From an optimization exercise on the open Yosys and OpenROAD flow, aimed at small area; shortcuts taken in it are not production practice. The RTL was checked by simulation tests, not by an equivalence proof against the original design. The clock input has no modelled driver; a real chip could not lean on it and would need a root buffer or a full tree.

== job 101 ==
==> flow/design.v <==
module preprocessor(input [15:0] xn, input acc, output [15:0] r);
  reg [16:0] yn, y, ea, eb;
  reg [18:0] A, aa, ab, Pm;
  reg [19:0] Qn, qa, qb;
  reg [25:0] m, ma, mb;
  reg s, pos, neg, c;
  integer i;
  always @* begin
    s = ~xn[15];
    pos = xn[15] & ~xn[14];
    neg = ~xn[15] & (xn[14] | &xn[13:0]);
    ea = {xn[15], xn};
    eb = ~{{16{neg}}, pos | neg};
    c = 1'b1;
    for (i = 0; i < 17; i = i + 1) begin
      yn[i] = ea[i] ^ eb[i] ^ c;
      c = (ea[i] & eb[i]) | (c & (ea[i] ^ eb[i]));
    end
    y = ~yn;
    aa = {{2{y[16]}}, y};
    ab = {y[16], y, 1'b0};
    A[0] = y[0];
    c = 1'b1;
    for (i = 1; i < 19; i = i + 1) begin
      A[i] = aa[i] ^ ab[i] ^ c;
      c = (aa[i] & ab[i]) | (c & (aa[i] ^ ab[i]));
    end
    Pm = acc ? A : {y[16], y, 1'b1, 1'b0};
    qa = {yn[16], yn[16], yn, 3'b111};
    qb = acc ? {{3{yn[16]}}, yn} : {yn[16], yn, ~s, ~s};
    c = 1'b1;
    for (i = 0; i < 20; i = i + 1) begin
      Qn[i] = qa[i] ^ qb[i] ^ c;
      c = (qa[i] & qb[i]) | (c & (qa[i] ^ qb[i]));
    end
    ma = {Pm, 7'b0};
    mb = {{6{Qn[19]}}, Qn};
    c = ~s;
    for (i = 0; i < 26; i = i + 1) begin
      m[i] = ma[i] ^ mb[i] ^ c;
      c = (ma[i] & mb[i]) | (c & (ma[i] ^ mb[i]));
    end
  end
  assign r = m[24:9];
endmodule
`timescale 1ns / 1ps
module attitude_estimation(
    input clk,
    input reset,
    output SCLK,
    output MOSI,
    input  MISO_G,
    output SS_G,
    input  MISO_A,
    output SS_A,
    output [15:0] gyro_x,
    output [15:0] gyro_y,
    output [15:0] accl_x,
    output [15:0] accl_y,
    output [15:0] accl_z
    );
    reg [3:0] c; reg [2:0] j; reg a, b1, b2;
    wire gyro = ~a & (b1 | b2);
    wire ovh = j[2];
    wire c15 = &c;
    always @(posedge clk)
        if (reset) begin c <= 4'd12; j <= 3'd4; {a, b1, b2} <= 3'b000; end
        else begin
            c <= (c15 & (j == 3)) ? 4'd12 : c + 4'd1;
            if (c15) begin
                case (j)
                  0: j <= gyro ? 3'd2 : 3'd1;
                  1: j <= 3'd2;
                  2: j <= 3'd3;
                  3: j <= 3'd4;
                  default: j <= 3'd0;
                endcase
                if (ovh) case ({a, b1, b2})
                  3'b010: {a, b1, b2} <= 3'b001;
                  3'b001: {a, b1, b2} <= 3'b110;
                  3'b110: {a, b1, b2} <= 3'b101;
                  3'b101: {a, b1, b2} <= 3'b111;
                  default: {a, b1, b2} <= 3'b010;
                endcase
            end
        end
    wire act = ~ovh | (c == 12);
    assign SS_G = ~(gyro & act);
    assign SS_A = ~(a & act);
    assign SCLK = c[0] & ~ovh;
    wire [2:0] bi = c[3:1];
    assign MOSI = (j == 0) & ((bi == 6 & b1) | (bi == 5 & b2) | (bi == 3 & a));
    wire sample = ~ovh & j[1] & ~c[0];
    wire wb = (c == 14) & ovh;
    wire upd = wb & a & b1 & b2;
    wire acc = a;
    reg [16:0] rw;
    always @(posedge clk)
        rw <= {rw[15:0], sample ? ~(a ? MISO_A : MISO_G) : rw[16]};
    wire [15:0] xn = {rw[0], rw[15], rw[13], rw[11], rw[9], rw[7], rw[5], rw[3],
                     rw[16], rw[14], rw[12], rw[10], rw[8], rw[6], rw[4], rw[2]};
    wire [15:0] r;
    preprocessor pp (.xn(xn), .acc(acc), .r(r));
    reg [63:0] rp;
    wire [63:0] rpn;
    genvar g;
    generate for (g = 0; g < 64; g = g + 1) begin : ring
        if ((g % 16) < 4)
            assign rpn[g] = wb ? r[4*(g/16) + g%16] : rp[(g + 63) % 64];
        else
            assign rpn[g] = rp[(g + 63) % 64];
    end endgenerate
    always @(posedge clk) rp <= rpn;
    wire [15:0] p0, p1, p2, p3;
    generate for (g = 0; g < 16; g = g + 1) begin : pk
        assign p0[g] = rp[(16*(g/4) + g%4 + 255) % 64];
        assign p1[g] = rp[(16*(g/4) + g%4 + 203) % 64];
        assign p2[g] = rp[(16*(g/4) + g%4 + 135) % 64];
        assign p3[g] = rp[(16*(g/4) + g%4 + 67) % 64];
    end endgenerate
    wire ld = upd & ~reset;
    wire hd = ~upd & ~reset;
    reg [79:0] O;
    always @(posedge clk)
        O <= ({p0, p1, p2, p3, r} & {80{ld}}) | (O & {80{hd}});
    assign {gyro_x, gyro_y, accl_x, accl_y, accl_z} = O;
endmodule
Settings: LEC_CHECK=0, CAP_MARGIN=20, CORE_MARGIN=2, CORE_UTILIZATION=70, CTS_BUF_LIST=sky130_fd_sc_hd__clkbuf_8, PLACE_DENSITY=0.8, SLEW_MARGIN=20; clock period 16.0 ns.
standard.sh (not shown) runs the stock make flow with config.mk's settings and CLKGATE_MAP_FILE= SYNTH_SCRIPT=/design/flow/synth_recipe.tcl, a recipe that flattens the netlist after the stock synthesis.
==> flow/flow/run.sh <==
#!/bin/bash
# Standard layout, except: port buffers use the smallest buffer cell, and
# the clock tree is one root buffer feeding LEAF_COUNT leaf buffers, each
# driving one cluster of nearby flip-flops (flow/cts_hook.tcl).
set -euo pipefail
export BUFFER_PORTS_ARGS="-buffer_cell sky130_fd_sc_hd__buf_1"
export PRE_CTS_TCL="$PWD/flow/cts_hook.tcl"
export LEAF_COUNT=10
export ROOT_CELL=sky130_fd_sc_hd__clkbuf_8
export LEAF_CELL=sky130_fd_sc_hd__clkbuf_8
bash standard.sh finish > standard_finish.log 2>&1
Other scripts of this flow, unchanged in this note and not shown: flow/flow/cts_hook.tcl
#### Input delta (job 102 over job 101)
diff --git a/flow/design.v b/flow/design.v
--- a/flow/design.v
+++ b/flow/design.v
@@ -4,5 +4,6 @@
   reg [19:0] Qn, qa, qb;
   reg [25:0] m, ma, mb;
-  reg s, pos, neg, c;
+  reg s, pos, neg;
+  reg [26:0] cv;
   integer i;
   always @* begin
@@ -12,33 +13,33 @@
     ea = {xn[15], xn};
     eb = ~{{16{neg}}, pos | neg};
-    c = 1'b1;
-    for (i = 0; i < 17; i = i + 1) begin
-      yn[i] = ea[i] ^ eb[i] ^ c;
-      c = (ea[i] & eb[i]) | (c & (ea[i] ^ eb[i]));
-    end
+    cv = 18'd0;
+    cv[0] = 1'b1;
+    for (i = 0; i < 17; i = i + 1)
+      cv[17:1] = (ea[16:0] & eb[16:0]) | (cv[16:0] & (ea[16:0] ^ eb[16:0]));
+    yn[16:0] = ea[16:0] ^ eb[16:0] ^ cv[16:0];
     y = ~yn;
     aa = {{2{y[16]}}, y};
     ab = {y[16], y, 1'b0};
     A[0] = y[0];
-    c = 1'b1;
-    for (i = 1; i < 19; i = i + 1) begin
-      A[i] = aa[i] ^ ab[i] ^ c;
-      c = (aa[i] & ab[i]) | (c & (aa[i] ^ ab[i]));
-    end
+    cv = 20'd0;
+    cv[1] = 1'b1;
+    for (i = 1; i < 19; i = i + 1)
+      cv[19:2] = (aa[18:1] & ab[18:1]) | (cv[18:1] & (aa[18:1] ^ ab[18:1]));
+    A[18:1] = aa[18:1] ^ ab[18:1] ^ cv[18:1];
     Pm = acc ? A : {y[16], y, 1'b1, 1'b0};
     qa = {yn[16], yn[16], yn, 3'b111};
     qb = acc ? {{3{yn[16]}}, yn} : {yn[16], yn, ~s, ~s};
-    c = 1'b1;
-    for (i = 0; i < 20; i = i + 1) begin
-      Qn[i] = qa[i] ^ qb[i] ^ c;
-      c = (qa[i] & qb[i]) | (c & (qa[i] ^ qb[i]));
-    end
+    cv = 21'd0;
+    cv[0] = 1'b1;
+    for (i = 0; i < 20; i = i + 1)
+      cv[20:1] = (qa[19:0] & qb[19:0]) | (cv[19:0] & (qa[19:0] ^ qb[19:0]));
+    Qn[19:0] = qa[19:0] ^ qb[19:0] ^ cv[19:0];
     ma = {Pm, 7'b0};
     mb = {{6{Qn[19]}}, Qn};
-    c = ~s;
-    for (i = 0; i < 26; i = i + 1) begin
-      m[i] = ma[i] ^ mb[i] ^ c;
-      c = (ma[i] & mb[i]) | (c & (ma[i] ^ mb[i]));
-    end
+    cv = 27'd0;
+    cv[0] = ~s;
+    for (i = 0; i < 26; i = i + 1)
+      cv[26:1] = (ma[25:0] & mb[25:0]) | (cv[25:0] & (ma[25:0] ^ mb[25:0]));
+    m[25:0] = ma[25:0] ^ mb[25:0] ^ cv[25:0];
   end
   assign r = m[24:9];
==> comparison <==
Job 102 ended with every stage complete and zero timing, DRC or antenna violations.
Worst slack on hold paths across job 101 and job 102: no real change.
The setup slack of job 102 is larger than that of job 101.
The lower number of global-route vias before repair of job 101 and job 102 is in job 101.
Routed wire length ends up higher on job 102.
Looking at job 101 and job 102, the data required time at the worst endpoint is a wash.
No run of this note takes its clock network from TritonCTS; it comes from the design's own scripts or RTL.

[separate check: timing with driven ports]
No port has a modelled driver above. Below, the same layouts with a new extraction and two added sets of constraints. Step 1 (the two cells are an assumption about what drives the block):
set clk [get_ports {clk}]
set_driving_cell -lib_cell sky130_fd_sc_hd__clkbuf_16 $clk
set_driving_cell -lib_cell sky130_fd_sc_hd__buf_2 [delete_from_list [all_inputs] $clk]
Step 2 moves the port delays by t, midway between the first and last clock arrival at a register: inputs arrive t later, outputs are due t later. That takes back most of the time a late clock gives input paths. Slacks: ideal ports / drivers / drivers and shift; pairs: ideal ports / drivers.
| run | shift t [ns] | setup WS [ns] | worst hold slack (ns) |
|---|---|---|---|
| job 101 | 0.433 | 2.823 / 2.823 / 2.823 | 0.337 / 0.337 / 0.337 |
| job 102 | 0.428 | 3.335 / 3.335 / 3.335 | 0.338 / 0.338 / 0.338 |
After both steps every run listed still meets setup and hold.
